From an optimization exercise on the open Yosys and OpenROAD flow, aimed at a short achievable clock period and few clock cycles; shortcuts taken in it are not production practice. In this exercise RTL edits were held to simulation tests only and were not proved equivalent to the original. No activity file was given, so power comes from the tool's default toggle rates.

indigo:
==> flow/design.v (excerpt) <==
module Processor (
    input wire clk,
    input wire reset,
    output wire [31:0] mem_addr,
    output wire [31:0] mem_wdata,
    input wire [31:0] mem_rdata,
    output wire mem_wen
);
Size: roughly 2500 flip-flops, ~0.12 mm² of cells after synthesis.
==> flow/config.mk <==
export PLATFORM = sky130hd
export DESIGN_NAME = Processor
export DESIGN_NICKNAME = Processor
export VERILOG_FILES = /design/flow/design.v
export SDC_FILE = /design/flow/constraint.sdc
export NUM_CORES = 4
export LEC_CHECK = 0
export CAP_MARGIN = 20
export CORE_MARGIN = 2
export CORE_UTILIZATION = 55
export PLACE_DENSITY = 0.75
export SETUP_SLACK_MARGIN = 2.8
export SLEW_MARGIN = 20
export TNS_END_PERCENT = 10
==> flow/constraint.sdc <==
create_clock -name core_clock -period 5.5 [get_ports {clk}]
set_input_delay 1.1000 -clock core_clock [delete_from_list [all_inputs] [get_ports {clk}]]
set_output_delay 1.1000 -clock core_clock [all_outputs]
set_load 0.01 [all_outputs]
run.sh (not shown) runs the stock make flow with config.mk's settings and CLKGATE_MAP_FILE= SYNTH_SCRIPT=/design/flow/synth_recipe.tcl, a recipe that flattens the netlist after the stock synthesis.
Testbench counts of indigo, summed over its fixed seeds: cycles 112,057.
Inputs modified between indigo and willow:
diff --git a/flow/design.v b/flow/design.v
--- a/flow/design.v
+++ b/flow/design.v
@@ -36,15 +36,15 @@
     end
     wire [31:0]   bpred = btb_ret[fidx] ? ras : btb_tgt[fidx];
     reg          upd_v;
     reg          upd_set;      
     reg [31:0]   upd_pc;
     reg [31:0]   upd_tgt;
     reg          upd_ret;
-    localparam CB = 4;
+    localparam CB = 5;
     localparam CN = 1 << CB;
     reg           ic_v   [0:CN-1];
     reg [9:CB]    ic_tag [0:CN-1];
     reg [31:0]    ic_dat [0:CN-1];
     reg           frz;             
     reg           smE_q, smD_q;    
     reg [31:0]    ic_w;
Results
Higher global-route total usage across every layer was reported by willow, not indigo. The least setup slack across all paths after layout in willow was higher than what indigo gave. Comparing number of global-route vias before repair for indigo and willow, the bigger number came from willow. Compared with indigo, in willow combinational power rose by 37%; shortest period the worst path allows fell by 0.16 ns; number of pins with negative max-slew slack in the final report stayed essentially flat. Switching part of the total sits higher in willow than in indigo. Compared with indigo, willow shows a lower share of the cycle needed by the critical path after routing.
Testbench counts of willow, summed over its fixed seeds: cycles 111,125.

--- another note on this design; it stands on its own ---

Design Processor, start of the top module:
module Processor (
    input wire clk,
    input wire reset,
    output wire [31:0] mem_addr,
    output wire [31:0] mem_wdata,
    input wire [31:0] mem_rdata,
    output wire mem_wen
);
    reg [31:0] fpc;        
    reg [31:0] maddr;      
    reg [31:0] saddr;      
    reg        wen_q;
    reg [31:0] wdata_q;
    reg        Mv;         
    reg        M_lw;
    reg [3:0]  M_rt;
    reg [31:0] ras;        
    assign mem_addr  = maddr;
    assign mem_wdata = wdata_q;
    assign mem_wen   = wen_q;
    localparam BB = 4;             
    localparam BT = 6;             
    localparam BN = 1 << BB;
    reg          btb_v   [0:BN-1];
    reg [BT-1:0] btb_tag [0:BN-1];
    reg [31:0]   btb_tgt [0:BN-1];
    reg          btb_ret [0:BN-1];
    wire [BB-1:0] fidx  = fpc[BB-1:0];
    reg           bhit;
    integer       be;
    always @(*) begin
        bhit = 1'b0;
        for (be = 0; be < BN; be = be + 1)
            if (fidx == be[BB-1:0] && btb_v[be] && btb_tag[be] == fpc[BB+BT-1:BB])
                bhit = 1'b1;
    end
    wire [31:0]   bpred = btb_ret[fidx] ? ras : btb_tgt[fidx];
    reg          upd_v;
    reg          upd_set;      
    reg [31:0]   upd_pc;
    reg [31:0]   upd_tgt;
    reg          upd_ret;
    localparam CB = 5;
    localparam CN = 1 << CB;
    reg           ic_v   [0:CN-1];
    reg [9:CB]    ic_tag [0:CN-1];
    reg [31:0]    ic_dat [0:CN-1];
    reg           frz;             
    reg           smE_q, smD_q;    
    reg [31:0]    ic_w;
    reg [31:0] rf [1:15];
    reg        Dv;
    reg [31:0] IR_D;
    reg [31:0] pc_D;
    reg [31:0] pcp_D;      
    reg [15:0] sa_D, sb_D;   
    reg        hit_D;      
    reg [31:0] ptgt_D;     
    reg        Ev;
    reg [31:0] A_E, B_E, O2_E;
    reg        fa_E, fb_E;           
    reg        fbp_E, fbn_E;         
    reg [5:0]  ssel_E;               
    reg        byw_a, byw_b;         
    reg        bym_a, bym_b;         
    reg [31:0] res_W, resn_W;        
    reg        wW;                   
  ...
Size: roughly 11000 cells after synthesis, about 3100 flip-flops, ~99 I/O pins.
make LEC_CHECK=0 CAP_MARGIN=20 CORE_MARGIN=2 CORE_UTILIZATION=65 PLACE_DENSITY=0.85 SETUP_SLACK_MARGIN=2.8 SLEW_MARGIN=20 TNS_END_PERCENT=10 finish   # period 5.5 ns
run.sh (not shown) runs the stock make flow with config.mk's settings and CLKGATE_MAP_FILE= SYNTH_SCRIPT=/design/flow/synth_recipe.tcl, a recipe that flattens the netlist after the stock synthesis.
The first run aborted during global routing (5_1_grt).
Testbench counts at the start, summed over its fixed seeds: cycles 111,125.
==> next run, changes <==
--- a/flow/config.mk
+++ b/flow/config.mk
@@ -10,2 +10,2 @@
-export CORE_UTILIZATION = 65
-export PLACE_DENSITY = 0.85
+export CORE_UTILIZATION = 50
+export PLACE_DENSITY = 0.7
What happened:
- The changed run completed with no timing, DRC or antenna violations
- area after synthesis stays the same
- synthesized cell count is unchanged

what the ideal ports hide:
How much do the figures lean on ideal ports? The routed layouts below were timed once more, with nothing changed but the port constraints.
Step 1, drivers: a clkbuf_16 drives clk and a buf_2 each remaining input, both assumed.
Step 2 adds t to the input delays and takes it off the output delays; t is the mean of the earliest and latest rising clock arrival at the registers after step 1. Input paths then give back, and output paths get back, about the clock's delay inside the block.
Three values: ideal ports, drivers, drivers and shift; two values: the first two.
| run | t, ns | slack for setup (ns) | pins driven straight from the clock port |
|---|---|---|---|
| indigo | 1.036 | 1.426 / 1.426 / 1.426 | 1 |
| willow | 1.017 | 1.584 / 1.584 / 1.584 | 1 |
| the second run of note 2 | 1.001 | 1.600 / 1.600 / 1.600 | 1 |
After both steps setup and hold are still met in every run listed.
